This design comes from an exercise in tuning for small area and a short achievable clock period on the open sky130 flow, not from production work.
RTL that was checked went through simulation tests only; none was proved equivalent to the original.
Power and IR drop assume default switching activity.

==> trial 47: inputs <==
Design fp16_multiplier, start of the top module:
module fp16_multiplier(
  input wire clk,
  input wire [15:0] a,
  input wire [15:0] b,
  output wire [15:0] out
);
==> flow/config.mk <==
export PLATFORM = sky130hd
export DESIGN_NAME = fp16_multiplier
export DESIGN_NICKNAME = fp16_multiplier
export VERILOG_FILES = /design/flow/design.v
export SDC_FILE = /design/flow/constraint.sdc
export NUM_CORES = 4
export LEC_CHECK = 0
export CAP_MARGIN = 20
export CORE_MARGIN = 2
export CORE_UTILIZATION = 60
export CTS_BUF_LIST = sky130_fd_sc_hd__clkbuf_8
export CTS_CLUSTER_SIZE = 20
export SETUP_SLACK_MARGIN = 3.0
export SLEW_MARGIN = 20
export SYNTH_HIERARCHICAL = 1
==> flow/constraint.sdc <==
create_clock -name core_clock -period 5.0 [get_ports {clk}]
set_input_delay 1.0000 -clock core_clock [delete_from_list [all_inputs] [get_ports {clk}]]
set_output_delay 1.0000 -clock core_clock [all_outputs]
set_load 0.01 [all_outputs]
standard.sh (not shown) runs the stock make flow with config.mk's settings and CLKGATE_MAP_FILE= SYNTH_SCRIPT=/design/flow/synth_recipe.tcl, a recipe that flattens the netlist after the stock synthesis.
==> flow/flow/run.sh <==
#!/bin/bash
# The standard layout (standard.sh), with these changes:
# - synthesis leaves full and half adders to ABC (ADDER_MAP_FILE empty: no extract_fa,
#   no fa/ha cells);
# - the port buffers are buf_1 cells instead of the delay buffers buffer_ports picks;
# - clock tree synthesis inserts no dummy loads.
set -euo pipefail
ADDER_MAP_FILE= bash standard.sh synth > synth.log 2>&1
export BUFFER_PORTS_ARGS="-buffer_cell sky130_fd_sc_hd__buf_1"
export CTS_ARGS="-sink_clustering_enable -repair_clock_nets -dont_use_dummy_load -buf_list sky130_fd_sc_hd__clkbuf_8 -sink_clustering_size 20"
bash standard.sh > layout.log 2>&1
==> build 18 (differences from trial 47) <==
--- a/flow/design.v
+++ b/flow/design.v
@@ -20,18 +20,18 @@
   reg [3:0] d1, d2, d3, d4;
   reg [2:0] dn;
   always @(posedge clk) begin
     r0_s <= s0_s; r0_nan <= s0_nan; r0_esum <= s0_esum; r0_sticky <= s0_sticky;
     ma <= s0_ma; m3 <= s0_m3; d1 <= s0_d1; d2 <= s0_d2; d3 <= s0_d3; d4 <= s0_d4; dn <= s0_dn;
   end
-  wire [21:10] s1_hx, s1_hy;
-  wire [10:8] s1_pl;   
+  wire [21:8] s1_hx, s1_hy;
+  wire [8:8] s1_pl;   
   fp16m_stage1 u_s1(.ma(ma), .m3(m3), .d1(d1), .d2(d2), .d3(d3), .d4(d4), .dn(dn),
     .hx(s1_hx), .hy(s1_hy), .pl(s1_pl));
-  reg [21:10] r1_hx, r1_hy;
-  reg [10:8] r1_pl;
+  reg [21:8] r1_hx, r1_hy;
+  reg [8:8] r1_pl;
   reg r1_sticky, r1_nan, r1_s;
   reg [5:0] r1_esum;
   always @(posedge clk) begin
     r1_hx <= s1_hx; r1_hy <= s1_hy; r1_pl <= s1_pl;
     r1_sticky <= r0_sticky; r1_nan <= r0_nan; r1_s <= r0_s; r1_esum <= r0_esum;
   end
@@ -73,14 +73,14 @@
 endmodule
 module fp16m_stage1(
   input wire [10:0] ma,
   input wire [12:0] m3,
   input wire [3:0] d1, d2, d3, d4,
   input wire [2:0] dn,
-  output wire [21:10] hx, hy,
-  output wire [10:8] pl
+  output wire [21:8] hx, hy,
+  output wire [8:8] pl
 );
   wire t0_0 = ((d1[0] & ma[0]) | (d3[0] & m3[0])) ^ dn[0];
   wire t0_1 = ((d1[0] & ma[1]) | (d2[0] & ma[0]) | (d3[0] & m3[1])) ^ dn[0];
   wire t0_2 = ((d1[0] & ma[2]) | (d2[0] & ma[1]) | (d3[0] & m3[2]) | (d4[0] & ma[0])) ^ dn[0];
   wire t0_3 = ((d1[0] & ma[3]) | (d2[0] & ma[2]) | (d3[0] & m3[3]) | (d4[0] & ma[1])) ^ dn[0];
   wire t0_4 = ((d1[0] & ma[4]) | (d2[0] & ma[3]) | (d3[0] & m3[4]) | (d4[0] & ma[2])) ^ dn[0];
@@ -192,26 +192,26 @@
   wire fs29 = t3_10 ^ ~dn[2] ^ fc12;
   wire fc29 = (t3_10 & ~dn[2]) | (fc12 & (t3_10 ^ ~dn[2]));
   wire fs30 = t3_11 ^ 1'b1;
   wire fc30 = t3_11 & 1'b1;
   wire fs31 = t3_12 ^ 1'b1;
   wire fc31 = t3_12 & 1'b1;
-  wire [9:0] lx = {fs19, fs18, fs17, fs16, fs15, fs14, dn[1], t0_2, t0_1, t0_0};
-  wire [9:0] ly = {fc18, fc17, fc16, fc15, fc14, fc13, fs13, 1'b0, 1'b0, dn[0]};
-  wire [10:0] lsum = {1'b0, lx} + {1'b0, ly};
-  assign pl = lsum[10:8];
-  assign hx = {fs31, fs30, fs29, fs28, fs27, fs26, fs25, fs24, fs23, fs22, fs21, fs20};
-  assign hy = {fc30, fc29, fc28, fc27, fc26, fc25, fc24, fc23, fc22, fc21, fc20, fc19};
+  wire [7:0] lx = {fs17, fs16, fs15, fs14, dn[1], t0_2, t0_1, t0_0};
+  wire [7:0] ly = {fc16, fc15, fc14, fc13, fs13, 1'b0, 1'b0, dn[0]};
+  wire [8:0] lsum = {1'b0, lx} + {1'b0, ly};
+  assign pl = lsum[8:8];
+  assign hx = {fs31, fs30, fs29, fs28, fs27, fs26, fs25, fs24, fs23, fs22, fs21, fs20, fs19, fs18};
+  assign hy = {fc30, fc29, fc28, fc27, fc26, fc25, fc24, fc23, fc22, fc21, fc20, fc19, fc18, fc17};
 endmodule
 module fp16m_stage2(
-  input wire [21:10] hx, hy,
-  input wire [10:8] pl,
+  input wire [21:8] hx, hy,
+  input wire [8:8] pl,
   output wire [21:8] p
 );
-  wire [12:0] psum = {hx, 1'b1} + {hy, pl[10]};
-  assign p = {psum[12:1], pl[9:8]};
+  wire [14:0] psum = {hx, 1'b1} + {hy, pl[8]};
+  assign p = psum[14:1];
 endmodule
 module fp16m_stage0(
   input wire [15:0] a, b,
   output wire s, nan, sticky,
   output wire [5:0] esum,
   output wire [10:0] ma,
CORE_UTILIZATION = 50   (was 60)
SETUP_SLACK_MARGIN = 2.9   (was 3.0)
==> run notes <==
quantity	trial 47	build 18
Post-synthesis adder-cell area fraction	2.92%	3.09%
Cell internal power dissipation	3150 µW	3140 µW
Share of final layout cell area taken by clock buffers and inverters	2.45%	2.57%
Status	complete, no violations	complete, no violations
Worst-Margin Slew	0.610 ns	0.767 ns
Total Nets Final	955	921
Worst Slack Setup Final	2.30 ns	2.94 ns
Final total power	5070 µW	5050 µW
Worst setup path endpoint	r1_pl[10]	r1_pl
DRT iter0 DRCs	726	436
Power density relative to cell area	531 nW/µm²	554 nW/µm²
Launch point of the worst hold path	r0_esum[3]	r0_nan
Final HPWL DP	13500 µm	13500 µm
Initial Utilization	61.8%	51.1%
Sequential power	2210 µW	2250 µW
Via count of the routed design	6567	6356
Final weighted congestion in routability-driven placement	0.862	0.883
Per-cell routed wire length	17.3 µm	16.3 µm
Reg-to-reg setup timing slack	2.30 ns	2.94 ns
Number of vias per cell	5.97	5.72
Overall die width	124 µm	137 µm
Sequential cell area	3370 µm²	3370 µm²
Cell count of the worst reg-to-reg path	8	7
Fill cell total of the finished layout	1142	1599
Number of instances resized during post-cts repair	65	7
Library cell contributing the largest single delay on the critical path	xor3_1	dfxtp_2
Only the layout flow was run in trial 47; the RTL was not checked for function there.


==> job 824: inputs <==
fp16_multiplier, a different RTL version from the one above (not shown whole).
Settings: LEC_CHECK=0, CAP_MARGIN=20, CORE_MARGIN=2, CORE_UTILIZATION=40, SETUP_SLACK_MARGIN=3.0, SLEW_MARGIN=20; clock period 5.0 ns.
==> flow/flow/run.sh <==
#!/bin/bash
# The standard layout (standard.sh), with two changes:
# - synthesis leaves full and half adders to ABC (ADDER_MAP_FILE empty: no extract_fa,
#   no fa/ha cells);
# - the port buffers are buf_2 cells instead of the delay buffers buffer_ports picks.
set -euo pipefail
ADDER_MAP_FILE= bash standard.sh synth > synth.log 2>&1
BUFFER_PORTS_ARGS="-buffer_cell sky130_fd_sc_hd__buf_2" bash standard.sh > layout.log 2>&1
==> inputs of job 9933, as changes to job 824 <==
==> flow/run.sh (new file) <==
#!/bin/bash
# synth_recipe.tcl (not shown) runs the flow's synth.tcl, then flattens the netlist and writes it again
# the make line also repeats each setting of config.mk as NAME=value (left out here)
make -C /OpenROAD-flow-scripts/flow DESIGN_CONFIG=/design/flow/config.mk WORK_HOME=/design/flow/orfs CLKGATE_MAP_FILE= SYNTH_SCRIPT=/design/flow/synth_recipe.tcl finish
--- a/flow/config.mk
+++ b/flow/config.mk
@@ -9,4 +9,4 @@
 export CORE_MARGIN = 2
 export CORE_UTILIZATION = 40
-export SETUP_SLACK_MARGIN = 3.0
+export SETUP_SLACK_MARGIN = 2.5
 export SLEW_MARGIN = 20
removed: flow/flow/run.sh
removed: flow/standard.sh
==> run notes <==
Result of the run: job 9933 timing/DRC/antenna clean; job 824 timing/DRC/antenna clean
Worst reg2reg path startpoint: job 9933 mb[8]; job 824 r1_hx[8]
Repair and plain buffers: job 9933 79; job 824 194
Post-synthesis compound-gate area fraction: job 9933 0.08545; job 824 0.1291
Weighted congestion reported at the end of routability-driven placement: job 9933 0.8610; job 824 0.8011
Share of synthesized cell area in full adder, half adder and majority cells: job 9933 0.2652; job 824 0.07127
Vertical extent of the die: job 9933 146.9 um; job 824 147.9 um
Average cell area after synthesis: job 9933 9.856 um^2; job 824 8.525 um^2
Amount of wire on met3 after detailed routing: job 9933 648 um; job 824 1124 um
Post-CTS resize count: job 9933 58; job 824 145
Hold EP: job 9933 r5_out[3]; job 824 r2_esum[3]
Xor and xnor fraction of the mapped netlist area: job 9933 0.03216; job 824 0.2209
Layout inverter count without the clock tree: job 9933 95; job 824 12
Die Outline Area: job 9933 21,590 um^2; job 824 21,880 um^2
Final clock period utilization by the worst path: job 9933 0.5927; job 824 0.4771
First-pass iteration count of the detailed router: job 9933 7; job 824 5
DPL Wire Length: job 9933 11,560 um; job 824 11,550 um
First-pass GRT wire length: job 9933 27,720 um; job 824 31,830 um
Comb power: job 9933 2.00 mW; job 824 2.39 mW
Clock Power Share: job 9933 0.249; job 824 0.235
Metal-1 WL: job 9933 7061 um; job 824 8981 um
Number of vias per cell after detailed routing: job 9933 4.868; job 824 5.220
Non-Clock Buffer Area Fraction: job 9933 0.07571; job 824 0.1440
Worst setup path startpoint: job 9933 mb[8]; job 824 r1_hx[8]
Sequential cell power: job 9933 1.80 mW; job 824 1.85 mW
Synthesized instance count: job 9933 829; job 824 972
Function was not checked in any run of this note: the RTL went through the layout flow alone.

-- re-timing with driven ports --
No port has a modelled driver above. Below, the same layouts with a new extraction and two added sets of constraints.
Step 1, drivers: a clkbuf_16 drives clk and a buf_2 each remaining input, both assumed.
Step 2, shift: input delay + t, output delay - t, t = (earliest + latest rising clock arrival at the registers) / 2. This alone moves slack from input paths to output paths.
a / b / c = ideal ports / drivers / drivers and shift; a / b = the first two.
run | t (ns) | setup slack, ns | latest minus earliest clock arrival (ns) | slew at the worst register clock pin (ns) | worst data-port slew with drivers (ns)
trial 47 | 0.483 | 2.302 / 2.302 / 2.302 | 0.050 / 0.050 | 0.10 / 0.10 | 0.05
build 18 | 0.463 | 2.939 / 2.939 / 2.499 | 0.048 / 0.048 | 0.10 / 0.10 | 0.03
job 824 | 0.483 | 2.615 / 2.615 / 2.539 | 0.026 / 0.025 | 0.08 / 0.08 | 0.05
job 9933 | 0.461 | 2.037 / 2.037 / 2.037 | 0.009 / 0.009 | 0.07 / 0.07 | 0.03
After both steps every run listed still meets setup and hold. For build 18, which loses most, drivers alone change the setup slack by 0.000 ns; drivers and shift together by -0.440 ns.
